What follows belongs to an exercise in optimizing a design on an open flow for small area; a production flow would make more cautious choices. Where RTL was checked, it was by simulation tests only, not by an equivalence proof against the original. For run 3, only the layout was checked, not whether the RTL still works. Power and IR drop assume default switching activity.

==> flow/design.v <==
module rgb_to_ycbcr_444(
  input wire in_reset,
  input wire in_clock,
  input wire [7:0] in_r,
  input wire [7:0] in_g,
  input wire [7:0] in_b,
  output reg [7:0] out_y,
  output reg [7:0] out_cb,
  output reg [7:0] out_cr
  );
  wire n0 = in_g[0] & in_b[0];
  wire n1, n2;
  fa_cell u_n1 (.a(in_r[0]), .b(in_g[1]), .c(in_b[1]), .s(n1), .co(n2));
  wire n3 = n0 & n1;
  wire n4, n5;
  fa_cell u_n4 (.a(in_r[1]), .b(in_g[2]), .c(in_b[2]), .s(n4), .co(n5));
  wire n6 = (n2 & n4) | (n2 & n3) | (n4 & n3);
  wire n7, n8;
  fa_cell u_n7 (.a(in_r[2]), .b(in_g[3]), .c(in_b[3]), .s(n7), .co(n8));
  wire n9, n10;
  fa_cell u_n9 (.a(in_b[0]), .b(n5), .c(n7), .s(n9), .co(n10));
  wire n11 = n9 & n6;
  wire n12, n13;
  fa_cell u_n12 (.a(in_r[3]), .b(in_g[4]), .c(in_b[4]), .s(n12), .co(n13));
  wire n14, n15;
  fa_cell u_n14 (.a(in_b[1]), .b(in_b[0]), .c(n8), .s(n14), .co(n15));
  wire n16, n17;
  fa_cell u_n16 (.a(n12), .b(n10), .c(n14), .s(n16), .co(n17));
  wire n18 = n11 & n16;
  wire n19, n20;
  fa_cell u_n19 (.a(in_r[4]), .b(in_g[5]), .c(in_b[5]), .s(n19), .co(n20));
  wire n21, n22;
  fa_cell u_n21 (.a(in_b[2]), .b(in_b[1]), .c(n13), .s(n21), .co(n22));
  wire n23, n24;
  fa_cell u_n23 (.a(n19), .b(n15), .c(n21), .s(n23), .co(n24));
  wire n25 = (n17 & n23) | (n17 & n18) | (n23 & n18);
  wire n26, n27;
  fa_cell u_n26 (.a(in_r[5]), .b(in_r[0]), .c(in_g[6]), .s(n26), .co(n27));
  wire n28, n29;
  fa_cell u_n28 (.a(in_b[6]), .b(in_b[3]), .c(in_b[2]), .s(n28), .co(n29));
  wire n30, n31;
  fa_cell u_n30 (.a(n20), .b(n26), .c(n28), .s(n30), .co(n31));
  wire n32, n33;
  fa_cell u_n32 (.a(n22), .b(n30), .c(n24), .s(n32), .co(n33));
  wire n34 = n32 & n25;
  wire n35, n36;
  fa_cell u_n35 (.a(in_r[6]), .b(in_r[1]), .c(in_g[7]), .s(n35), .co(n36));
  wire n37, n38;
  fa_cell u_n37 (.a(in_g[0]), .b(in_b[7]), .c(in_b[4]), .s(n37), .co(n38));
  wire n39, n40;
  fa_cell u_n39 (.a(in_b[3]), .b(n27), .c(n29), .s(n39), .co(n40));
  wire n41, n42;
  fa_cell u_n41 (.a(n35), .b(n37), .c(n31), .s(n41), .co(n42));
  wire n43, n44;
  fa_cell u_n43 (.a(n39), .b(n41), .c(n33), .s(n43), .co(n44));
  wire n45 = n34 & n43;
  wire n46, n47;
  fa_cell u_n46 (.a(in_r[7]), .b(in_r[2]), .c(in_g[1]), .s(n46), .co(n47));
  wire n48, n49;
  fa_cell u_n48 (.a(in_b[5]), .b(in_b[4]), .c(n36), .s(n48), .co(n49));
  wire n50, n51;
  fa_cell u_n50 (.a(n38), .b(n46), .c(n40), .s(n50), .co(n51));
  wire n52, n53;
  fa_cell u_n52 (.a(n48), .b(n42), .c(n50), .s(n52), .co(n53));
  wire n54, n55;
  fa_cell u_n54 (.a(n52), .b(n44), .c(n45), .s(n54), .co(n55));
  wire n56, n57;
  fa_cell u_n56 (.a(in_r[3]), .b(in_g[2]), .c(in_b[6]), .s(n56), .co(n57));
  wire n58, n59;
  fa_cell u_n58 (.a(in_b[5]), .b(n47), .c(n56), .s(n58), .co(n59));
  wire n60, n61;
  fa_cell u_n60 (.a(n49), .b(n58), .c(n51), .s(n60), .co(n61));
  wire n62, n63;
  fa_cell u_n62 (.a(n53), .b(n60), .c(n55), .s(n62), .co(n63));
  wire n64, n65;
  fa_cell u_n64 (.a(in_r[4]), .b(in_g[3]), .c(in_b[7]), .s(n64), .co(n65));
  wire n66, n67;
  fa_cell u_n66 (.a(in_b[6]), .b(n57), .c(n64), .s(n66), .co(n67));
  wire n68, n69;
  fa_cell u_n68 (.a(n59), .b(n66), .c(n61), .s(n68), .co(n69));
  wire n70, n71;
  ha_cell u_n70 (.a(n68), .b(n63), .s(n70), .co(n71));
  wire n72, n73;
  fa_cell u_n72 (.a(in_r[5]), .b(in_g[4]), .c(in_b[7]), .s(n72), .co(n73));
  wire n74, n75;
  fa_cell u_n74 (.a(n65), .b(n72), .c(n67), .s(n74), .co(n75));
  wire n76, n77;
  ha_cell u_n76 (.a(n74), .b(n69), .s(n76), .co(n77));
  wire n78, n79;
  fa_cell u_n78 (.a(in_r[6]), .b(in_g[5]), .c(n73), .s(n78), .co(n79));
  wire n80, n81;
  fa_cell u_n80 (.a(n78), .b(n75), .c(n77), .s(n80), .co(n81));
  wire n82, n83;
  fa_cell u_n82 (.a(in_r[7]), .b(in_g[6]), .c(n79), .s(n82), .co(n83));
  wire n84 = n76 & n71;
  wire n85 = n76 | n71;
  wire n86;
  xor_cell u_n86 (.a(n76), .b(n71), .y(n86));
  wire n87 = n82 & n81;
  wire n88 = n82 | n81;
  wire n89;
  xor_cell u_n89 (.a(n82), .b(n81), .y(n89));
  wire n90 = in_g[7] & n83;
  wire n91 = in_g[7] | n83;
  wire n92;
  xor_cell u_n92 (.a(in_g[7]), .b(n83), .y(n92));
  wire n93 = n80 | (1'b1 & n84);
  wire n94 = 1'b1 & n85;
  wire n95 = n90 | (n91 & n87);
  wire n96 = n91 & n88;
  wire n97 = n87 | (n88 & n93);
  wire n98 = n88 & n94;
  wire n99 = n95 | (n96 & n93);
  wire n100 = n96 & n94;
  wire n101 = 1'b0 | (1'b0 & n99);
  wire n102 = 1'b0 & n100;
  wire n103 = n84;
  wire n104;
  xor_cell u_n104 (.a(n80), .b(n103), .y(n104));
  wire n105 = n93;
  wire n106;
  xnor_cell u_n106 (.a(n89), .b(n105), .y(n106));
  wire n107 = n97;
  wire n108;
  xnor_cell u_n108 (.a(n92), .b(n107), .y(n108));
  wire n109 = n99;
  wire n110;
  xor_cell u_n110 (.a(in_b[0]), .b(in_g[0]), .y(n110));
  wire n111 = ~in_b[0] & in_g[0];
  wire n112, n113;
  fa_cell u_n112 (.a(~in_b[1]), .b(in_g[1]), .c(n111), .s(n112), .co(n113));
  wire n114, n115;
  fa_cell u_n114 (.a(~in_b[2]), .b(in_g[2]), .c(n113), .s(n114), .co(n115));
  wire n116, n117;
  fa_cell u_n116 (.a(~in_b[3]), .b(in_g[3]), .c(n115), .s(n116), .co(n117));
  wire n118, n119;
  fa_cell u_n118 (.a(~in_b[4]), .b(in_g[4]), .c(n117), .s(n118), .co(n119));
  wire n120 = in_b[5] & ~in_g[5];
  wire n121 = in_b[5] | ~in_g[5];
  wire n122;
  xor_cell u_n122 (.a(in_b[5]), .b(in_g[5]), .y(n122));
  wire n123 = in_b[6] & ~in_g[6];
  wire n124 = in_b[6] | ~in_g[6];
  wire n125;
  xor_cell u_n125 (.a(in_b[6]), .b(in_g[6]), .y(n125));
  wire n126 = in_b[7] & ~in_g[7];
  wire n127 = in_b[7] | ~in_g[7];
  wire n128;
  xor_cell u_n128 (.a(in_b[7]), .b(in_g[7]), .y(n128));
  wire n129 = n120 | (n121 & ~n119);
  wire n130 = n123 | (n124 & n129);
  wire n131 = n124 & n121;
  wire n132 = n126 | (n127 & n130);
  wire n133 = n127 & n131;
  wire n134;
  xor_cell u_n134 (.a(n122), .b(n119), .y(n134));
  wire n135 = n129;
  wire n136;
  xor_cell u_n136 (.a(n125), .b(n135), .y(n136));
  wire n137 = n130;
  wire n138;
  xor_cell u_n138 (.a(n128), .b(n137), .y(n138));
  wire n139 = n132;
  wire n140;
  xor_cell u_n140 (.a(in_r[0]), .b(in_g[0]), .y(n140));
  wire n141 = ~in_r[0] & in_g[0];
  wire n142, n143;
  fa_cell u_n142 (.a(~in_r[1]), .b(in_g[1]), .c(n141), .s(n142), .co(n143));
  wire n144, n145;
  fa_cell u_n144 (.a(~in_r[2]), .b(in_g[2]), .c(n143), .s(n144), .co(n145));
  wire n146, n147;
  fa_cell u_n146 (.a(~in_r[3]), .b(in_g[3]), .c(n145), .s(n146), .co(n147));
  wire n148, n149;
  fa_cell u_n148 (.a(~in_r[4]), .b(in_g[4]), .c(n147), .s(n148), .co(n149));
  wire n150 = in_r[5] & ~in_g[5];
  wire n151 = in_r[5] | ~in_g[5];
  wire n152;
  xor_cell u_n152 (.a(in_r[5]), .b(in_g[5]), .y(n152));
  wire n153 = in_r[6] & ~in_g[6];
  wire n154 = in_r[6] | ~in_g[6];
  wire n155;
  xor_cell u_n155 (.a(in_r[6]), .b(in_g[6]), .y(n155));
  wire n156 = in_r[7] & ~in_g[7];
  wire n157 = in_r[7] | ~in_g[7];
  wire n158;
  xor_cell u_n158 (.a(in_r[7]), .b(in_g[7]), .y(n158));
  wire n159 = n150 | (n151 & ~n149);
  wire n160 = n153 | (n154 & n159);
  wire n161 = n154 & n151;
  wire n162 = n156 | (n157 & n160);
  wire n163 = n157 & n161;
  wire n164;
  xor_cell u_n164 (.a(n152), .b(n149), .y(n164));
  wire n165 = n159;
  wire n166;
  xor_cell u_n166 (.a(n155), .b(n165), .y(n166));
  wire n167 = n160;
  wire n168;
  xor_cell u_n168 (.a(n158), .b(n167), .y(n168));
  wire n169 = n162;
  wire n170, n171;
  fa_cell u_n170 (.a(n140), .b(n140), .c(~n142), .s(n170), .co(n171));
  wire n172, n173;
  fa_cell u_n172 (.a(n142), .b(n144), .c(~n171), .s(n172), .co(n173));
  wire n174;
  xor_cell u_n174 (.a(n110), .b(n144), .y(n174));
  wire n175 = n110 & ~n144;
  wire n176, n177;
  fa_cell u_n176 (.a(n174), .b(n146), .c(n173), .s(n176), .co(n177));
  wire n178;
  xor_cell u_n178 (.a(n140), .b(n112), .y(n178));
  wire n179 = n140 & ~n112;
  wire n180, n181;
  fa_cell u_n180 (.a(n178), .b(~n175), .c(n146), .s(n180), .co(n181));
  wire n182, n183;
  fa_cell u_n182 (.a(n148), .b(n177), .c(n180), .s(n182), .co(n183));
  wire n184, n185;
  fa_cell u_n184 (.a(n142), .b(~n179), .c(n114), .s(n184), .co(n185));
  wire n186, n187;
  fa_cell u_n186 (.a(n184), .b(n148), .c(n181), .s(n186), .co(n187));
  wire n188, n189;
  fa_cell u_n188 (.a(~n164), .b(n183), .c(n186), .s(n188), .co(n189));
  wire n190, n191;
  fa_cell u_n190 (.a(n110), .b(n144), .c(n116), .s(n190), .co(n191));
  wire n192, n193;
  fa_cell u_n192 (.a(n185), .b(n190), .c(~n164), .s(n192), .co(n193));
  wire n194, n195;
  fa_cell u_n194 (.a(n166), .b(n187), .c(n192), .s(n194), .co(n195));
  wire n196, n197;
  fa_cell u_n196 (.a(~n112), .b(n146), .c(n118), .s(n196), .co(n197));
  wire n198, n199;
  fa_cell u_n198 (.a(n191), .b(n166), .c(n196), .s(n198), .co(n199));
  wire n200, n201;
  fa_cell u_n200 (.a(n193), .b(n168), .c(n198), .s(n200), .co(n201));
  wire n202, n203;
  ha_cell u_n202 (.a(n114), .b(n134), .s(n202), .co(n203));
  wire n204, n205;
  fa_cell u_n204 (.a(n148), .b(n197), .c(~n202), .s(n204), .co(n205));
  wire n206, n207;
  fa_cell u_n206 (.a(~n169), .b(n168), .c(n199), .s(n206), .co(n207));
  wire n208, n209;
  fa_cell u_n208 (.a(n204), .b(n201), .c(n206), .s(n208), .co(n209));
  wire n210, n211;
  fa_cell u_n210 (.a(n116), .b(n164), .c(n203), .s(n210), .co(n211));
  wire n212, n213;
  fa_cell u_n212 (.a(n136), .b(~n169), .c(n205), .s(n212), .co(n213));
  wire n214, n215;
  fa_cell u_n214 (.a(~n210), .b(n207), .c(n212), .s(n214), .co(n215));
  wire n216;
  xor_cell u_n216 (.a(n118), .b(n166), .y(n216));
  wire n217 = n118 & ~n166;
  wire n218, n219;
  fa_cell u_n218 (.a(n138), .b(n216), .c(~n211), .s(n218), .co(n219));
  wire n220, n221;
  ha_cell u_n220 (.a(n213), .b(n218), .s(n220), .co(n221));
  wire n222, n223;
  fa_cell u_n222 (.a(~n134), .b(n217), .c(n139), .s(n222), .co(n223));
  wire n224, n225;
  fa_cell u_n224 (.a(n168), .b(n219), .c(~n222), .s(n224), .co(n225));
  wire n226, n227;
  fa_cell u_n226 (.a(n136), .b(n169), .c(n223), .s(n226), .co(n227));
  wire n228, n229;
  ha_cell u_n228 (.a(n138), .b(n227), .s(n228), .co(n229));
  wire n230;
  xor_cell u_n230 (.a(n139), .b(n229), .y(n230));
  wire n231 = n189 & n194;
  wire n232 = n189 | n194;
  wire n233 = n195 & n200;
  wire n234 = n195 | n200;
  wire n235;
  xor_cell u_n235 (.a(n195), .b(n200), .y(n235));
  wire n236 = n209 & n214;
  wire n237 = n209 | n214;
  wire n238;
  xor_cell u_n238 (.a(n209), .b(n214), .y(n238));
  wire n239 = n220 & n215;
  wire n240 = n220 | n215;
  wire n241;
  xor_cell u_n241 (.a(n220), .b(n215), .y(n241));
  wire n242 = n221 & n224;
  wire n243 = n221 | n224;
  wire n244;
  xor_cell u_n244 (.a(n221), .b(n224), .y(n244));
  wire n245 = n225 & ~n226;
  wire n246 = n225 | ~n226;
  wire n247;
  xor_cell u_n247 (.a(n225), .b(n226), .y(n247));
  wire n248 = 1'b0 | (n172 & ~n170);
  wire n249 = n172 & 1'b1;
  wire n250 = 1'b0 | (n182 & 1'b0);
  wire n251 = n182 & n176;
  wire n252 = n231 | (n232 & 1'b0);
  wire n253 = n232 & n188;
  wire n254 = 1'b0 | (n208 & n233);
  wire n255 = n208 & n234;
  wire n256 = n239 | (n240 & n236);
  wire n257 = n240 & n237;
  wire n258 = n245 | (n246 & n242);
  wire n259 = n246 & n243;
  wire n260 = 1'b0 | (n230 & 1'b0);
  wire n261 = n230 & ~n228;
  wire n262 = 1'b0 | (n176 & n248);
  wire n263 = n176 & n249;
  wire n264 = n250 | (n251 & n248);
  wire n265 = n251 & n249;
  wire n266 = n233 | (n234 & n252);
  wire n267 = n234 & n253;
  wire n268 = n254 | (n255 & n252);
  wire n269 = n255 & n253;
  wire n270 = n242 | (n243 & n256);
  wire n271 = n243 & n257;
  wire n272 = n258 | (n259 & n256);
  wire n273 = n259 & n257;
  wire n274 = 1'b0 | (n188 & n264);
  wire n275 = n188 & n265;
  wire n276 = n252 | (n253 & n264);
  wire n277 = n253 & n265;
  wire n278 = n266 | (n267 & n264);
  wire n279 = n267 & n265;
  wire n280 = n268 | (n269 & n264);
  wire n281 = n269 & n265;
  wire n282 = 1'b0 | (~n228 & n272);
  wire n283 = ~n228 & n273;
  wire n284 = n260 | (n261 & n272);
  wire n285 = n261 & n273;
  wire n286 = n236 | (n237 & n280);
  wire n287 = n237 & n281;
  wire n288 = n256 | (n257 & n280);
  wire n289 = n257 & n281;
  wire n290 = n270 | (n271 & n280);
  wire n291 = n271 & n281;
  wire n292 = n272 | (n273 & n280);
  wire n293 = n273 & n281;
  wire n294 = n282 | (n283 & n280);
  wire n295 = n283 & n281;
  wire n296 = n284 | (n285 & n280);
  wire n297 = n285 & n281;
  wire n298 = n276;
  wire n299;
  xnor_cell u_n299 (.a(n235), .b(n298), .y(n299));
  wire n300 = n278;
  wire n301;
  xnor_cell u_n301 (.a(n208), .b(n300), .y(n301));
  wire n302 = n280;
  wire n303;
  xnor_cell u_n303 (.a(n238), .b(n302), .y(n303));
  wire n304 = n286;
  wire n305;
  xnor_cell u_n305 (.a(n241), .b(n304), .y(n305));
  wire n306 = n288;
  wire n307;
  xnor_cell u_n307 (.a(n244), .b(n306), .y(n307));
  wire n308 = n290;
  wire n309;
  xor_cell u_n309 (.a(n247), .b(n308), .y(n309));
  wire n310 = n292;
  wire n311;
  xor_cell u_n311 (.a(n228), .b(n310), .y(n311));
  wire n312 = n294;
  wire n313;
  xnor_cell u_n313 (.a(n230), .b(n312), .y(n313));
  wire n314;
  xor_cell u_n314 (.a(n140), .b(n110), .y(n314));
  wire n315 = n140 | n110;
  wire n316;
  xor_cell u_n316 (.a(n315), .b(n142), .y(n316));
  wire n317 = n315 & ~n142;
  wire n318, n319;
  ha_cell u_n318 (.a(n112), .b(n316), .s(n318), .co(n319));
  wire n320, n321;
  fa_cell u_n320 (.a(~n317), .b(n144), .c(n114), .s(n320), .co(n321));
  wire n322, n323;
  ha_cell u_n322 (.a(n319), .b(n320), .s(n322), .co(n323));
  wire n324, n325;
  fa_cell u_n324 (.a(n140), .b(n146), .c(n116), .s(n324), .co(n325));
  wire n326, n327;
  fa_cell u_n326 (.a(n321), .b(n323), .c(n324), .s(n326), .co(n327));
  wire n328, n329;
  fa_cell u_n328 (.a(~n142), .b(n148), .c(n118), .s(n328), .co(n329));
  wire n330, n331;
  fa_cell u_n330 (.a(n325), .b(n327), .c(n328), .s(n330), .co(n331));
  wire n332, n333;
  ha_cell u_n332 (.a(n144), .b(n164), .s(n332), .co(n333));
  wire n334, n335;
  fa_cell u_n334 (.a(n134), .b(~n329), .c(n332), .s(n334), .co(n335));
  wire n336, n337;
  fa_cell u_n336 (.a(n139), .b(~n331), .c(n334), .s(n336), .co(n337));
  wire n338, n339;
  ha_cell u_n338 (.a(n146), .b(n333), .s(n338), .co(n339));
  wire n340, n341;
  fa_cell u_n340 (.a(n166), .b(n136), .c(~n338), .s(n340), .co(n341));
  wire n342, n343;
  fa_cell u_n342 (.a(n335), .b(~n340), .c(n337), .s(n342), .co(n343));
  wire n344, n345;
  ha_cell u_n344 (.a(n148), .b(n339), .s(n344), .co(n345));
  wire n346, n347;
  fa_cell u_n346 (.a(n168), .b(n138), .c(~n344), .s(n346), .co(n347));
  wire n348, n349;
  ha_cell u_n348 (.a(n341), .b(n346), .s(n348), .co(n349));
  wire n350;
  xor_cell u_n350 (.a(n164), .b(n169), .y(n350));
  wire n351 = ~n164 & n169;
  wire n352, n353;
  fa_cell u_n352 (.a(n139), .b(n345), .c(~n350), .s(n352), .co(n353));
  wire n354, n355;
  fa_cell u_n354 (.a(n347), .b(~n352), .c(n349), .s(n354), .co(n355));
  wire n356, n357;
  fa_cell u_n356 (.a(n166), .b(n351), .c(n353), .s(n356), .co(n357));
  wire n358, n359;
  ha_cell u_n358 (.a(n168), .b(n357), .s(n358), .co(n359));
  wire n360;
  xor_cell u_n360 (.a(n169), .b(n359), .y(n360));
  wire n361 = n314 & n116;
  wire n362 = n314 | n116;
  wire n363 = n318 & n118;
  wire n364 = n318 | n118;
  wire n365 = n322 & ~n134;
  wire n366 = n322 | ~n134;
  wire n367 = n136 & n326;
  wire n368 = n136 | n326;
  wire n369 = n138 & n330;
  wire n370 = n138 | n330;
  wire n371;
  xor_cell u_n371 (.a(n138), .b(n330), .y(n371));
  wire n372 = n348 & ~n343;
  wire n373 = n348 | ~n343;
  wire n374;
  xor_cell u_n374 (.a(n348), .b(n343), .y(n374));
  wire n375 = ~n356 & n355;
  wire n376 = ~n356 | n355;
  wire n377;
  xor_cell u_n377 (.a(n356), .b(n355), .y(n377));
  wire n378 = ~n110 | (1'b1 & 1'b0);
  wire n379 = 1'b1 & 1'b0;
  wire n380 = 1'b0 | (n114 & 1'b0);
  wire n381 = n114 & n112;
  wire n382 = n363 | (n364 & n361);
  wire n383 = n364 & n362;
  wire n384 = n367 | (n368 & n365);
  wire n385 = n368 & n366;
  wire n386 = 1'b0 | (~n336 & n369);
  wire n387 = ~n336 & n370;
  wire n388 = n372 | (n373 & 1'b0);
  wire n389 = n373 & ~n342;
  wire n390 = n375 | (n376 & 1'b0);
  wire n391 = n376 & n354;
  wire n392 = 1'b0 | (n360 & 1'b0);
  wire n393 = n360 & ~n358;
  wire n394 = 1'b0 | (n112 & n378);
  wire n395 = n112 & n379;
  wire n396 = n380 | (n381 & n378);
  wire n397 = n381 & n379;
  wire n398 = n365 | (n366 & n382);
  wire n399 = n366 & n383;
  wire n400 = n384 | (n385 & n382);
  wire n401 = n385 & n383;
  wire n402 = 1'b0 | (~n342 & n386);
  wire n403 = ~n342 & n387;
  wire n404 = n388 | (n389 & n386);
  wire n405 = n389 & n387;
  wire n406 = 1'b0 | (~n358 & n390);
  wire n407 = ~n358 & n391;
  wire n408 = n392 | (n393 & n390);
  wire n409 = n393 & n391;
  wire n410 = n361 | (n362 & n396);
  wire n411 = n362 & n397;
  wire n412 = n382 | (n383 & n396);
  wire n413 = n383 & n397;
  wire n414 = n398 | (n399 & n396);
  wire n415 = n399 & n397;
  wire n416 = n400 | (n401 & n396);
  wire n417 = n401 & n397;
  wire n418 = 1'b0 | (n354 & n404);
  wire n419 = n354 & n405;
  wire n420 = n390 | (n391 & n404);
  wire n421 = n391 & n405;
  wire n422 = n406 | (n407 & n404);
  wire n423 = n407 & n405;
  wire n424 = n408 | (n409 & n404);
  wire n425 = n409 & n405;
  wire n426 = n369 | (n370 & n416);
  wire n427 = n370 & n417;
  wire n428 = n386 | (n387 & n416);
  wire n429 = n387 & n417;
  wire n430 = n402 | (n403 & n416);
  wire n431 = n403 & n417;
  wire n432 = n404 | (n405 & n416);
  wire n433 = n405 & n417;
  wire n434 = n418 | (n419 & n416);
  wire n435 = n419 & n417;
  wire n436 = n420 | (n421 & n416);
  wire n437 = n421 & n417;
  wire n438 = n422 | (n423 & n416);
  wire n439 = n423 & n417;
  wire n440 = n424 | (n425 & n416);
  wire n441 = n425 & n417;
  wire n442 = n416;
  wire n443;
  xnor_cell u_n443 (.a(n371), .b(n442), .y(n443));
  wire n444 = n426;
  wire n445;
  xor_cell u_n445 (.a(n336), .b(n444), .y(n445));
  wire n446 = n428;
  wire n447;
  xor_cell u_n447 (.a(n342), .b(n446), .y(n447));
  wire n448 = n430;
  wire n449;
  xor_cell u_n449 (.a(n374), .b(n448), .y(n449));
  wire n450 = n432;
  wire n451;
  xnor_cell u_n451 (.a(n354), .b(n450), .y(n451));
  wire n452 = n434;
  wire n453;
  xor_cell u_n453 (.a(n377), .b(n452), .y(n453));
  wire n454 = n436;
  wire n455;
  xor_cell u_n455 (.a(n358), .b(n454), .y(n455));
  wire n456 = n438;
  wire n457;
  xnor_cell u_n457 (.a(n360), .b(n456), .y(n457));
  wire [7:0] y_d = {n109, ~n108, ~n106, ~n104, n86, n70, n62, n54};
  wire [7:0] cb_d = {~n313, ~n311, ~n309, ~n307, ~n305, ~n303, ~n301, ~n299};
  wire [7:0] cr_d = {~n457, ~n455, ~n453, ~n451, ~n449, ~n447, ~n445, ~n443};
  always @(posedge in_clock) begin
    if (in_reset) begin
      out_y <= 8'd0;
      out_cb <= 8'd0;
      out_cr <= 8'd0;
    end else begin
      out_y <= y_d;
      out_cb <= cb_d;
      out_cr <= cr_d;
    end
  end
endmodule
module fa_cell(input wire a, input wire b, input wire c, output wire s, output wire co);
  assign s = a ^ b ^ c;
  assign co = (a & b) | (a & c) | (b & c);
endmodule
module ha_cell(input wire a, input wire b, output wire s, output wire co);
  assign s = a ^ b;
  assign co = a & b;
endmodule
module xnor_cell(input wire a, input wire b, output wire y);
  assign y = ~(a ^ b);
endmodule
module xor_cell(input wire a, input wire b, output wire y);
  assign y = a ^ b;
endmodule
==> flow/flow/run.sh <==
#!/bin/bash
export BUFFER_PORTS_ARGS="-buffer_cell sky130_fd_sc_hd__buf_1"
export CTS_ARGS="-sink_clustering_enable -repair_clock_nets -dont_use_dummy_load -buf_list {sky130_fd_sc_hd__clkbuf_4 sky130_fd_sc_hd__clkbuf_8}"
export RECOVER_POWER=100
bash standard.sh > standard.log 2>&1
==> flow/standard.sh <==
#!/bin/bash
# synth_recipe.tcl (not shown) runs the flow's synth.tcl, then flattens the netlist and writes it again
# the make line also repeats each setting of config.mk as NAME=value (left out here)
make -C /OpenROAD-flow-scripts/flow DESIGN_CONFIG=/design/flow/config.mk WORK_HOME=/design/flow/orfs CLKGATE_MAP_FILE= SYNTH_SCRIPT=/design/flow/synth_recipe.tcl "${@:-finish}"
==> flow/config.mk <==
export PLATFORM = sky130hd
export DESIGN_NAME = rgb_to_ycbcr_444
export DESIGN_NICKNAME = rgb_to_ycbcr_444
export VERILOG_FILES = /design/flow/design.v
export SDC_FILE = /design/flow/constraint.sdc
export NUM_CORES = 4
export LEC_CHECK = 0
export CAP_MARGIN = 20
export CORE_MARGIN = 2
export CORE_UTILIZATION = 60
export CTS_BUF_LIST = sky130_fd_sc_hd__clkbuf_4 sky130_fd_sc_hd__clkbuf_8
export GPL_TIMING_DRIVEN = 0
export SLEW_MARGIN = 20
export SYNTH_HIERARCHICAL = 1
export SYNTH_MINIMUM_KEEP_SIZE = 0
==> flow/constraint.sdc <==
create_clock -name core_clock -period 6.0 [get_ports {in_clock}]
set_input_delay 1.2000 -clock core_clock [delete_from_list [all_inputs] [get_ports {in_clock}]]
set_output_delay 1.2000 -clock core_clock [all_outputs]
set_load 0.01 [all_outputs]
==> summary.txt, run 1 <==
Grt met2 use = 0.471
Worst-path fanout max = 6
Main area contributors after synthesis = fa_1 47%, dfxtp_1 14%, xor2_1 10%, ha_1 4.4%, inv_1 4.1%
Initial core utilization = 0.624
N_diodes = 0
Cells after Synth = 305
Post-Layout Cell Count = 433
Met3 Track Usage GR = 0.0317
Met1 Track Usage GR = 0.322
Port Buffers = 49
Critical path arrival = 5.99 ns
Gpl congestion = 0.845
Vias = 2253
Final instance area = 3950 µm²
EDFF count, synth = 0
First-pass GRT wire length = 12.2 mm
CTS buffer count = 3
Antenna viol nets, final = 0
1st-iter DRT viols = 49
DRC = 0
Switching share of power = 0.467
Placed cells = 426
Post-DP Area = 3720 µm²
Synth top area share = 0.472
Dominant cell type by area after synthesis = fa_1
CP Launch Type = input port
Clock Path Buffers = 2
WP data required = 6.14 ns
DR WL/cell = 15.5 µm
NumNets Final = 482
Status = finished clean
Rel. slew slack = 0.436
Post-synthesis register bit count = 24
Place WS = -0.641 ns
Global route overflow = 0
Clk pin slew, worst setup/hold paths = 0.09 ns
Post-route setup slack = 0.152 ns
Dpl hpwl = 5.71 mm
Seq/Total Area, Yosys = 0.140
Main flop type after synthesis = dfxtp_1
Clock Tree Root = clkbuf_8
DRT Pass-1 Iters = 4
Max Fclk = 171 MHz
Num rows = 27
Power share of the combinational group = 0.844
Area of the mapped netlist = 3440 µm²
Synth warn = 7
Crit path capture = out_cb[5]
Io pins = 50
Share of layout cells above drive strength 1 = 0.125
Sequential power share = 0.112
Overall routed net length = 6.72 mm
Synthesis-to-layout area growth = 14.7%
Die ar. = 6350 µm²
CTS tree = built
Asr flop ratio synth = 0
Setup repair after global routing missed its margin = no
Chip width = 79.7 µm
H-tree depth = 1
Max VDD drop = 432 µV
Avg Vias per Cell = 5.20
Max cap viols = 0
Worst setup path startpoint = in_g[0]
Worst hold path class = input port to register
Core area = 5510 µm²
Total track usage = 0.259
Fin crit share = 0.975
Max-slew violation count = 0
Final hold viol count = 0
FILL cells = 421
Largest net degree at the start of global routing = 15
Util after Layout = 0.716
Setup TNS = 0 ns
Vias in the first global route = 2640
Chip height = 79.7 µm
Finish-stage setup viols = 0
Path type of the worst setup path = input port to register
Most frequent cell after synthesis = fa_1
Cell Int Power = 1210 µW
Mapped Avg Cell Area = 11.3 µm²
Post-layout minimum cycle time = 5.85 ns
CP endpoint kind = register
Measured slew at the worst slew-check pin = 0.843 ns
Hold buffer count at cts = 0
Pwr Density = 574 nW/µm²
P_leak = 0.00165 µW
Distinct cells, synth = 35
Clock sink count = 24
Commonest cells post-synth = 81 x fa_1, 41 x xor2_1, 38 x inv_1, 25 x nor2_1, 24 x dfxtp_1
Syn_nets = 424
Clk pwr share = 0.043
P_sw = 1060 µW
Initial antenna violation count = 0
Busiest grt layer = met2
[cell families (layout without fill, tap and decap cells)]
family,count (synthesis),in the layout,share of synthesized area
fa+ha+maj,103,103,0.545
xor+xnor,52,52,0.132
flops,24,24,0.140
compound gates,26,26,0.0564
simple gates,60,60,0.0822
buf+inv,40,96,0.0437
[cell usage in the layout, fill, tap and decap left out, types with 2 or more instances in the layout]
cell type / instances
xor2_4: 4
nand3b_1: 2
nand2b_1: 4
a41oi_2: 2
or2_2: 2
o211ai_1: 2
clkbuf_1: 3
xor2_1: 35
xnor2_1: 11
nor2_1: 24
o21ai_0: 4
maj3_1: 3
buf_4: 2
clkbuf_8: 3
o22ai_1: 2
nand2_1: 13
dfxtp_1: 24
maj3_2: 7
nor2b_1: 10
o21ai_2: 2
ha_1: 12
inv_1: 37
fa_2: 9
fa_1: 72
xor2_2: 2
and2_1: 2
buf_1: 43
buf_2: 5
a31oi_1: 2
[per-module statistics from Yosys, one instance, submodules excluded]
module,copies in the design,flip-flops and latches,cells,area (µm²)
ha_cell,12,0,1,12.5
rgb_to_ycbcr_444,1,24,160,1210
xnor_cell,11,0,1,8.76
fa_cell,81,0,1,20.0
xor_cell,41,0,1,8.76
[stage by stage]
step / hold slack [ns] / power [µW]
floorplan: 1.27 / 1740
global placement: 1.51 / 2020
detailed placement: 1.52 / 2070
CTS: 1.23 / 2230
global route: 1.22 / 2540
finish: 1.21 / 2260
[worst min path at each step]
| stage | startpoint | cells past startpoint | end | slack, ns |
|---|---|---|---|---|
| 6_report | in_reset | 2 | out_y[0] | 1.21 |
| 4_1_cts | in_reset | 2 | out_y[3] | 1.23 |
| 2_1_floorplan | in_reset | 1 | out_y[0] | 1.27 |
| 5_1_grt | in_reset | 2 | out_y[0] | 1.22 |
| 3_5_place_dp | in_reset | 2 | out_y[0] | 1.52 |
| 3_3_place_gp | in_reset | 2 | out_y[0] | 1.51 |
[state kept, by name, indices dropped and copies added (netlist names)]
signal / flops
out_y: 8
out_cr: 8
out_cb: 8
[critical path, cell delays in order]
cell and delay, ns:
buf_2 0.15, nor2b_1 0.15, fa_1 0.38, fa_2 0.35, fa_2 0.36, fa_2 0.45, inv_1 0.08, maj3_2 0.25
o21ai_2 0.09, maj3_2 0.36, buf_12 0.15, fa_1 0.48, fa_2 0.52, o22a_1 0.24, a31o_1 0.26, maj3_2 0.31
xor2_1 0.15, nor2_1 0.06
[power groups by stage]
stage,Sequential [µW],Clock [µW],Combinational [µW]
final,254,97.8,1910
after global routing,261,108,2170
after CTS,255,102,1880
after detailed placement,258,0,1810
after global placement,256,0,1760
after floorplan,294,0,1440
[timing repair]
| item | in CTS | in global routing |
|---|---|---|
| buffers inserted | 2 | 2 |
| resized for setup | 20 | 14 |
| pin swaps | 3 | 9 |
| endpoints found under the setup margin | 9 | 7 |
[layout make-up]
cell class | count | area [µm²] | share of cell area
inverter | 38 | 143 | 0.0362
timing repair buffer | 53 | 230 | 0.0584
buffer | 2 | 7.51 | 0.00190
clock buffer | 3 | 41.3 | 0.0105
multi-input combinational | 241 | 2950 | 0.748
tap | 72 | 90.1 | 0.0228
sequential | 24 | 480 | 0.122
[per-layer routing]
layer	part of all wire	routed length, µm	up-vias
met1	0.41	2760	1140
li1	-	-	1066
met2	0.54	3660	40
met4	0.016	109	0
met5	0	0	-
met3	0.029	193	7
==> run 2: changes to the inputs <==
==> flow/flow/run.sh (replaced) <==
#!/bin/bash
export BUFFER_PORTS_ARGS="-buffer_cell sky130_fd_sc_hd__buf_1"
export CTS_ARGS="-sink_clustering_enable -repair_clock_nets -dont_use_dummy_load -buf_list {sky130_fd_sc_hd__clkbuf_4 sky130_fd_sc_hd__clkbuf_8}"
bash standard.sh > standard.log 2>&1
==> summary.txt, run 2 <==
Status = finished clean
DRC = 0 (unchanged)
Cells after Synth = 305 (unchanged)
Final instance area = 3950 µm² (about the same)
CTS buffer count = 3 (unchanged)
First-pass GRT wire length = 12.2 mm (unchanged)
Critical path arrival = 5.99 ns (about the same)
Main area contributors after synthesis = fa_1 47%, dfxtp_1 14%, xor2_1 10%, ha_1 4.4%, inv_1 4.1%
Largest family of logic cells by synthesized area = adder cells
FILL cells = 420 (-0.24%)
XOR/XNOR Fraction of Synth Area = 0.132 (unchanged)
CP Launch Type = input port
Gpl congestion = 0.845 (unchanged)
Total track usage = 0.259 (unchanged)
Num rows = 27 (unchanged)
EDFF count, synth = 0 (unchanged)
Overall routed net length = 6.72 mm (about the same)
Synth Area in Compound Gates = 0.0564 (unchanged)
NumNets Final = 482 (unchanged)
Chip height = 79.7 µm (unchanged)
Setup repair after global routing missed its margin = no
Avg Vias per Cell = 5.20 (unchanged)
Clk pin slew, worst setup/hold paths = 0.09 ns (about the same)
Dominant cell type by area after synthesis = fa_1
Worst setup path startpoint = in_g[0]
Syn_nets = 424 (unchanged)
Final hold viol count = 0 (unchanged)
Max cap viols = 0 (unchanged)
WP data required = 6.14 ns (about the same)
Worst-path fanout max = 6 (unchanged)
Share of layout cells above drive strength 1 = 0.125 (unchanged)
Worst Hold End = out_y[0]
Post-synthesis register bit count = 24 (unchanged)
Port Buffers = 49 (unchanged)
Vias = 2253 (unchanged)
Adder-cell area share of the yosys netlist = 0.545 (unchanged)
Initial core utilization = 0.624 (unchanged)
Pwr Density = 574 nW/µm² (about the same)
Max-slew violation count = 0 (unchanged)
Vias in the first global route = 2640 (unchanged)
H-tree depth = 1 (unchanged)
Crit-path cells = buf_2, nor2b_1, fa_1, fa_2, fa_2, fa_2, inv_1, maj3_2, o21ai_2, maj3_2, buf_12, fa_1, fa_2, o22a_1, a31o_1, maj3_2, xor2_1, nor2_1
Regs by FF count = out_cb (8), out_cr (8), out_y (8)
Global route overflow = 0 (unchanged)
Synth top area share = 0.472 (unchanged)
Commonest cells post-synth = 81 x fa_1, 41 x xor2_1, 38 x inv_1, 25 x nor2_1, 24 x dfxtp_1
Mapped Avg Cell Area = 11.3 µm² (unchanged)
Hold buffer count at cts = 0 (unchanged)
CTS tree = built
Mux contribution to synthesized area = 0 (unchanged)
Io pins = 50 (unchanged)
Placed cells = 426 (unchanged)
Clock Tree Root = clkbuf_8
Chip width = 79.7 µm (unchanged)
Top cell by count, worst path = fa_2
Post-Layout Cell Count = 433 (unchanged)
Dpl hpwl = 5.71 mm (unchanged)
Area of the mapped netlist = 3440 µm² (unchanged)
Clock sink count = 24 (unchanged)
Commonest non-fill, non-tap cells in the layout = 72 x fa_1, 44 x buf_1, 37 x inv_1
CP max stage delay = 0.52 ns (about the same)
DR WL/cell = 15.5 µm (about the same)
Main flop type after synthesis = dfxtp_1
Finish-stage setup viols = 0 (unchanged)
CP endpoint kind = register
Most common cell after layout, fill and taps aside = fa_1
Max Fclk = 171 MHz (unchanged)
Synthesis-to-layout area growth = 14.8% (about the same)
Post-layout minimum cycle time = 5.85 ns (-0.00000200 ns)
Post-DP Area = 3720 µm² (unchanged)
DRT Pass-1 Iters = 4 (unchanged)
Measured slew at the worst slew-check pin = 0.843 ns (unchanged)
N_diodes = 0 (unchanged)
Seq/Total Area, Yosys = 0.140 (unchanged)
Path type of the worst setup path = input port to register
Max VDD drop = 432 µV (unchanged)
Most frequent cell after synthesis = fa_1
Fin crit share = 0.975 (about the same)
Die ar. = 6350 µm² (unchanged)
Simple-gate share of the synthesized area = 0.0822 (unchanged)
Largest net degree at the start of global routing = 15 (unchanged)
Synth warn = 7 (unchanged)
Clock Path Buffers = 2 (unchanged)
Rel. slew slack = 0.436 (unchanged)
P_leak = 0.00165 µW (about the same)
WHS Path Cells = 2 (unchanged)
Antenna viol nets, final = 0 (unchanged)
1st-iter DRT viols = 50 (+2.0%)
Core area = 5510 µm² (unchanged)
Worst hold path class = input port to register
Crit-path slowest cell = fa_2
Distinct cells, synth = 35 (unchanged)
Asr flop ratio synth = 0 (unchanged)
Min-delay src = in_reset
Initial antenna violation count = 0 (unchanged)
run 2: cell count changes in the layout (fill, tap and decap cells not counted), sizes merged:
cell,before,now
buf,51,53
clkbuf,7,5
run 2: cell families after synthesis:
| kind of cell | after synthesis |
|---|---|
| compound gates | 26 |
| xor+xnor | 52 |
| fa+ha+maj | 103 |
| buf+inv | 40 |
| flops | 24 |
| simple gates | 60 |
run 2: how the worst max path moves through the flow:
stage,cells past startpoint,slack (ns),end
after global placement,17,-0.58,out_cb[5]
after floorplan,16,0.06,out_cb[5]
after global routing,21,0.0006,out_cr[6]
final,18,0.15,out_cb[5]
after detailed placement,18,-0.64,out_cb[5]
after CTS,17,0.01,out_cb[5]
run 2: layout make-up:
| class | instances | area (µm²) | area share |
|---|---|---|---|
| repair buffers | 53 | 233 | 0.0590 |
| well taps | 72 | 90.1 | 0.0228 |
| inverters | 38 | 143 | 0.0361 |
| multi-input cells | 241 | 2950 | 0.748 |
| plain buffers | 2 | 7.51 | 0.00190 |
| flip-flops and latches | 24 | 480 | 0.122 |
| clock buffers | 3 | 41.3 | 0.0105 |
run 2: power breakdown:
group | total, µW | internal, µW | switching (µW)
Combinational | 1910 | 923 | 989
Sequential | 254 | 240 | 14.2
Clock | 97.8 | 45.1 | 52.7
Total | 2260 | 1210 | 1060
run 2: Yosys stat by module, one instance, submodules excluded:
module            copies in the design  cells inside  flops+latches  area [µm²]
fa_cell                             81             1              0        20.0
xnor_cell                           11             1              0        8.76
xor_cell                            41             1              0        8.76
rgb_to_ycbcr_444                     1           160             24        1210
ha_cell                             12             1              0        12.5
run 2: timing repair:
action / in CTS / in global routing
gates resized for setup: 20 / 14
cloned: 0 / 0
endpoints found under the setup margin: 9 / 7
buffers inserted: 2 / 2
pin swaps: 3 / 9
run 2: metal layers:
metal	up-vias	share of wire	global-route usage
met5	-	0	0
met4	0	0.016	0.0810
met3	7	0.029	0.0317
met2	40	0.54	0.471
met1	1140	0.41	0.322
li1	1066	-	-
run 2: worst max-delay path: cells and delay by family:
kind / cells / cell delay, ns
xor gates and xnor gates: 1 / 0.15
adders and majority gates: 9 / 3.46
AOI/OAI and AO/OA: 3 / 0.59
and+or+nand+nor: 2 / 0.21
buffers and inverters: 3 / 0.38
run 2: per-stage QoR:
stage | utilization | TNS (ns) | setup WS [ns] | hold WS (ns) | power (µW)
after floorplan | - | 0 | 0.0581 | 1.27 | 1740
after global placement | 0.676 | -4.40 | -0.581 | 1.51 | 2020
after detailed placement | 0.676 | -5.03 | -0.641 | 1.52 | 2070
after CTS | 0.701 | 0 | 0.0115 | 1.23 | 2230
after global routing | 0.717 | 0 | 0.000552 | 1.22 | 2540
final | 0.717 | 0 | 0.152 | 1.21 | 2260
==> run 3: changes to the inputs <==
--- a/flow/design.v
+++ b/flow/design.v
@@ -228,9 +228,9 @@
   fa_cell u_n194 (.a(n166), .b(n187), .c(n192), .s(n194), .co(n195));
   wire n196, n197;
-  fa_cell u_n196 (.a(~n112), .b(n146), .c(n118), .s(n196), .co(n197));
+  fa_cell u_n196 (.a(n146), .b(n118), .c(n191), .s(n196), .co(n197));
   wire n198, n199;
-  fa_cell u_n198 (.a(n191), .b(n166), .c(n196), .s(n198), .co(n199));
+  fa_cell u_n198 (.a(n166), .b(n196), .c(n193), .s(n198), .co(n199));
   wire n200, n201;
-  fa_cell u_n200 (.a(n193), .b(n168), .c(n198), .s(n200), .co(n201));
+  fa_cell u_n200 (.a(n168), .b(n195), .c(n198), .s(n200), .co(n201));
   wire n202, n203;
   ha_cell u_n202 (.a(n114), .b(n134), .s(n202), .co(n203));
@@ -238,7 +238,7 @@
   fa_cell u_n204 (.a(n148), .b(n197), .c(~n202), .s(n204), .co(n205));
   wire n206, n207;
-  fa_cell u_n206 (.a(~n169), .b(n168), .c(n199), .s(n206), .co(n207));
+  fa_cell u_n206 (.a(n168), .b(n204), .c(n199), .s(n206), .co(n207));
   wire n208, n209;
-  fa_cell u_n208 (.a(n204), .b(n201), .c(n206), .s(n208), .co(n209));
+  fa_cell u_n208 (.a(~n169), .b(n201), .c(n206), .s(n208), .co(n209));
   wire n210, n211;
   fa_cell u_n210 (.a(n116), .b(n164), .c(n203), .s(n210), .co(n211));
@@ -246,5 +246,5 @@
   fa_cell u_n212 (.a(n136), .b(~n169), .c(n205), .s(n212), .co(n213));
   wire n214, n215;
-  fa_cell u_n214 (.a(~n210), .b(n207), .c(n212), .s(n214), .co(n215));
+  fa_cell u_n214 (.a(~n210), .b(n212), .c(n207), .s(n214), .co(n215));
   wire n216;
   xor_cell u_n216 (.a(n118), .b(n166), .y(n216));
@@ -266,8 +266,8 @@
   wire n231 = n189 & n194;
   wire n232 = n189 | n194;
-  wire n233 = n195 & n200;
-  wire n234 = n195 | n200;
+  wire n233 = ~n112 & n200;
+  wire n234 = ~n112 | n200;
   wire n235;
-  xor_cell u_n235 (.a(n195), .b(n200), .y(n235));
+  xor_cell u_n235 (.a(n112), .b(n200), .y(n235));
   wire n236 = n209 & n214;
   wire n237 = n209 | n214;
@@ -338,5 +338,5 @@
   wire n298 = n276;
   wire n299;
-  xnor_cell u_n299 (.a(n235), .b(n298), .y(n299));
+  xor_cell u_n299 (.a(n235), .b(n298), .y(n299));
   wire n300 = n278;
   wire n301;
@@ -369,7 +369,8 @@
   ha_cell u_n318 (.a(n112), .b(n316), .s(n318), .co(n319));
   wire n320, n321;
-  fa_cell u_n320 (.a(~n317), .b(n144), .c(n114), .s(n320), .co(n321));
-  wire n322, n323;
-  ha_cell u_n322 (.a(n319), .b(n320), .s(n322), .co(n323));
+  fa_cell u_n320 (.a(n144), .b(n114), .c(n319), .s(n320), .co(n321));
+  wire n322;
+  xor_cell u_n322 (.a(n317), .b(n320), .y(n322));
+  wire n323 = ~n317 & n320;
   wire n324, n325;
   fa_cell u_n324 (.a(n140), .b(n146), .c(n116), .s(n324), .co(n325));
@@ -377,7 +378,7 @@
   fa_cell u_n326 (.a(n321), .b(n323), .c(n324), .s(n326), .co(n327));
   wire n328, n329;
-  fa_cell u_n328 (.a(~n142), .b(n148), .c(n118), .s(n328), .co(n329));
+  fa_cell u_n328 (.a(n148), .b(n118), .c(n325), .s(n328), .co(n329));
   wire n330, n331;
-  fa_cell u_n330 (.a(n325), .b(n327), .c(n328), .s(n330), .co(n331));
+  fa_cell u_n330 (.a(~n142), .b(n327), .c(n328), .s(n330), .co(n331));
   wire n332, n333;
   ha_cell u_n332 (.a(n144), .b(n164), .s(n332), .co(n333));
@@ -415,6 +416,6 @@
   wire n363 = n318 & n118;
   wire n364 = n318 | n118;
-  wire n365 = n322 & ~n134;
-  wire n366 = n322 | ~n134;
+  wire n365 = ~n322 & ~n134;
+  wire n366 = ~n322 | ~n134;
   wire n367 = n136 & n326;
   wire n368 = n136 | n326;
==> summary.txt, run 3 <==
Status = finished clean
Max cap viols = 0 (unchanged)
Max Fclk = 169 MHz (-0.90%)
Fin crit share = 0.983 (+0.00883)
Commonest cells post-synth = 81 x fa_1, 43 x xor2_1, 37 x inv_1, 28 x nor2_1, 24 x dfxtp_1
Clock sink count = 24 (unchanged)
Vias = 2352 (+4.4%)
CP Launch Type = input port
Post-route setup slack = 0.0990 ns (-0.0530 ns)
Largest net degree at the start of global routing = 14 (-1)
Core area = 5510 µm² (unchanged)
Total track usage = 0.256 (-0.00312)
Reg area = 480 µm² (unchanged)
Worst-path fanout max = 6 (unchanged)
Worst hold slack = 1.25 ns (+0.0315 ns)
Measured slew at the worst slew-check pin = 0.584 ns (-0.259 ns)
Post-layout minimum cycle time = 5.90 ns (+0.0530 ns)
Pwr Density = 621 nW/µm² (+8.3%)
Asr flop ratio synth = 0 (unchanged)
Max-slew violation count = 0 (unchanged)
Dominant cell type by area after synthesis = fa_1
P_leak = 0.00176 µW (+6.3%)
Gpl congestion = 0.834 (-1.3%)
Cell Int Power = 1420 µW (+18%)
Die ar. = 6350 µm² (-0.10%)
Initial core utilization = 0.624 (-0.000682)
Port Buffers = 49 (unchanged)
Main flop type after synthesis = dfxtp_1
Hold buffer count at cts = 0 (unchanged)
Initial antenna violation count = 0 (unchanged)
Commonest non-fill, non-tap cells in the layout = 62 x fa_1, 43 x buf_1, 36 x xor2_1
Worst setup path startpoint = in_g[0]
Distinct cells, synth = 34 (-2.9%)
Setup TNS = 0 ns (unchanged)
Clock Path Buffers = 2 (unchanged)
Max VDD drop = 577 µV (+34%)
CTS buffer count = 3 (unchanged)
Area of the mapped netlist = 3430 µm² (-0.11%)
Multi-input logic area = 3030 µm² (+2.5%)
N_diodes = 0 (unchanged)
Most common cell after layout, fill and taps aside = fa_1
NumNets Final = 499 (+3.5%)
Finish-stage setup viols = 0 (unchanged)
First-pass GRT wire length = 12.1 mm (-1.2%)
CP endpoint kind = register
Io pins = 50 (unchanged)
Most frequent cell after synthesis = fa_1
Avg Vias per Cell = 5.22 (+0.23%)
Final hold viol count = 0 (unchanged)
Path type of the worst setup path = input port to register
Critical path arrival = 6.06 ns (+0.07 ns)
Worst hold path class = input port to register
Sequential power share = 0.099 (-0.013)
Clk pwr share = 0.038 (-0.005)
Clock Tree Root = clkbuf_8
Mapped Avg Cell Area = 11.3 µm² (-0.11%)
DR WL/cell = 15.3 µm (-1.7%)
DRC = 0 (unchanged)
Power share of the combinational group = 0.863 (+0.018)
Vias in the first global route = 2625 (-0.57%)
Dpl hpwl = 5.60 mm (-2.0%)
Syn_nets = 423 (-0.24%)
CTS tree = built
Cells after Synth = 305 (unchanged)
EDFF count, synth = 0 (unchanged)
Synth top area share = 0.472 (+0.000515)
P_sw = 1160 µW (+10%)
FILL cells = 402 (-4.3%)
Place WS = -0.799 ns (-0.159 ns)
Crit path capture = out_cr[7]
Rel. slew slack = 0.611 (+0.175)
Num rows = 27 (unchanged)
Synthesis-to-layout area growth = 21.2%
Main area contributors after synthesis = fa_1 47%, dfxtp_1 14%, xor2_1 11%, inv_1 4.0%, ha_1 4.0%
Antenna viol nets, final = 0 (unchanged)
Chip height = 79.7 µm (about the same)
Chip width = 79.7 µm (about the same)
Util after Layout = 0.756 (+0.0391)
WP data required = 6.16 ns (+0.02 ns)
Clk pin slew, worst setup/hold paths = 0.09 ns (about the same)
Regs by FF count = out_cb (8), out_cr (8), out_y (8)
Overall routed net length = 6.88 mm (+2.4%)
DRT Pass-1 Iters = 4 (unchanged)
1st-iter DRT viols = 96 (+92%)
Switching share of power = 0.449 (-0.0169)
Global route overflow = 0 (unchanged)
Share of layout cells above drive strength 1 = 0.214 (+0.0891)
Post-synthesis register bit count = 24 (unchanged)
H-tree depth = 1 (unchanged)
Setup repair after global routing missed its margin = yes
Synth warn = 7 (unchanged)
Seq/Total Area, Yosys = 0.140 (+0.000153)
==> run 3: layout make-up <==
cell class	instances	share of cell area
sequential	24	0.115
buffer	2	0.00180
multi-input combinational	242	0.727
clock buffer	3	0.00992
inverter	37	0.0334
tap	72	0.0216
timing repair buffer	71	0.0908
==> run 3: worst min path at each step <==
| stage | startpoint | to | cells past startpoint |
|---|---|---|---|
| 6_report | in_reset | out_y[2] | 2 |
| 5_1_grt | in_reset | out_y[2] | 2 |
| 4_1_cts | in_reset | out_y[2] | 2 |
| 3_5_place_dp | in_reset | out_y[3] | 2 |
| 3_3_place_gp | in_reset | out_y[0] | 2 |
| 2_1_floorplan | in_reset | out_y[0] | 1 |
==> run 3: layer usage <==
layer	track usage	routed length (µm)	share of wire	vias up
met5	0	0	0	-
li1	-	-	-	1098
met3	0.0373	266	0.039	8
met2	0.466	3760	0.55	56
met1	0.324	2750	0.40	1190
met4	0.0569	98	0.014	0
==> run 3: logic make-up (layout without fill, tap and decap cells) <==
group | count (synthesis) | in the layout | synth area share
buffers and inverters | 39 | 113 | 0.0426
adders and majority gates | 102 | 102 | 0.542
and+or+nand+nor | 61 | 61 | 0.0842
xor gates and xnor gates | 53 | 53 | 0.135
DFF | 24 | 24 | 0.140
AOI/OAI and AO/OA | 26 | 26 | 0.0557
==> run 3: power by group through the flow <==
stage          Clock, µW  Sequential, µW  Combinational [µW]
2_1_floorplan          0             295                1550
3_3_place_gp           0             258                1890
3_5_place_dp           0             260                1930
4_1_cts              103             256                2040
5_1_grt              106             262                2530
6_report            99.5             255                2230
==> run 3: modules after synthesis (local to each module, per instance) <==
module,flops+latches,copies in the design,cell area (µm²),cells inside
rgb_to_ycbcr_444,24,1,1210,160
ha_cell,0,11,12.5,1
xnor_cell,0,10,8.76,1
xor_cell,0,43,8.76,1
fa_cell,0,81,20.0,1
==> run 3: stage by stage <==
step           area, µm²  cells  power, µW
2_1_floorplan       3460    305       1850
3_3_place_gp        3740    426       2150
3_5_place_dp        3740    426       2190
4_1_cts             3940    439       2400
5_1_grt             4160    451       2890
6_report            4160    451       2590
==> run 3: repair_timing <==
| item | 4_1_cts | 5_1_grt |
|---|---|---|
| resized for setup | 22 | 35 |
| pin swaps | 5 | 31 |
| buffers inserted | 10 | 12 |
| setup endpoints to repair | 9 | 7 |
==> run 3: worst max-delay path: stages <==
cell and delay, ns:
buf_12 0.11, nor2b_4 0.12, fa_2 0.39, fa_2 0.40
fa_2 0.40, fa_2 0.56, fa_2 0.37, inv_2 0.06
fa_1 0.43, fa_2 0.38, fa_1 0.50, nor2_2 0.15
o211ai_1 0.12, a211oi_2 0.35, o221ai_2 0.16, a21oi_2 0.16
xnor2_1 0.13, nor2_1 0.06

[separate check: timing with driven ports]
The results above use ideal ports. As a check the final layouts listed here were re-extracted and re-timed, cells and wires unchanged.
Step 1 (the two cells are an assumption about what drives the block):
set clk [get_ports {in_clock}]
set_driving_cell -lib_cell sky130_fd_sc_hd__clkbuf_16 $clk
set_driving_cell -lib_cell sky130_fd_sc_hd__buf_2 [delete_from_list [all_inputs] $clk]
Step 2, shift: input delay + t, output delay - t, t = (earliest + latest rising clock arrival at the registers) / 2. This alone moves slack from input paths to output paths.
Three values: ideal ports, drivers, drivers and shift; two values: the first two.
run	shift t [ns]	slack for setup (ns)	hold slack, ns	worst setup path after step 2	worst data-port slew with drivers (ns)
run 1	0.304	0.152 / 0.165 / -0.139	1.215 / 1.201 / 1.505	input to register	0.03
run 2	0.304	0.152 / 0.165 / -0.139	1.215 / 1.201 / 1.505	input to register	0.03
run 3	0.301	0.099 / 0.071 / -0.230	1.246 / 1.234 / 1.536	input to register	0.08
Met with ideal ports but missed after step 2: setup timing in every run listed. The setup slack of run 3, which loses most, moves by -0.028 ns with the drivers and by -0.329 ns with both steps.
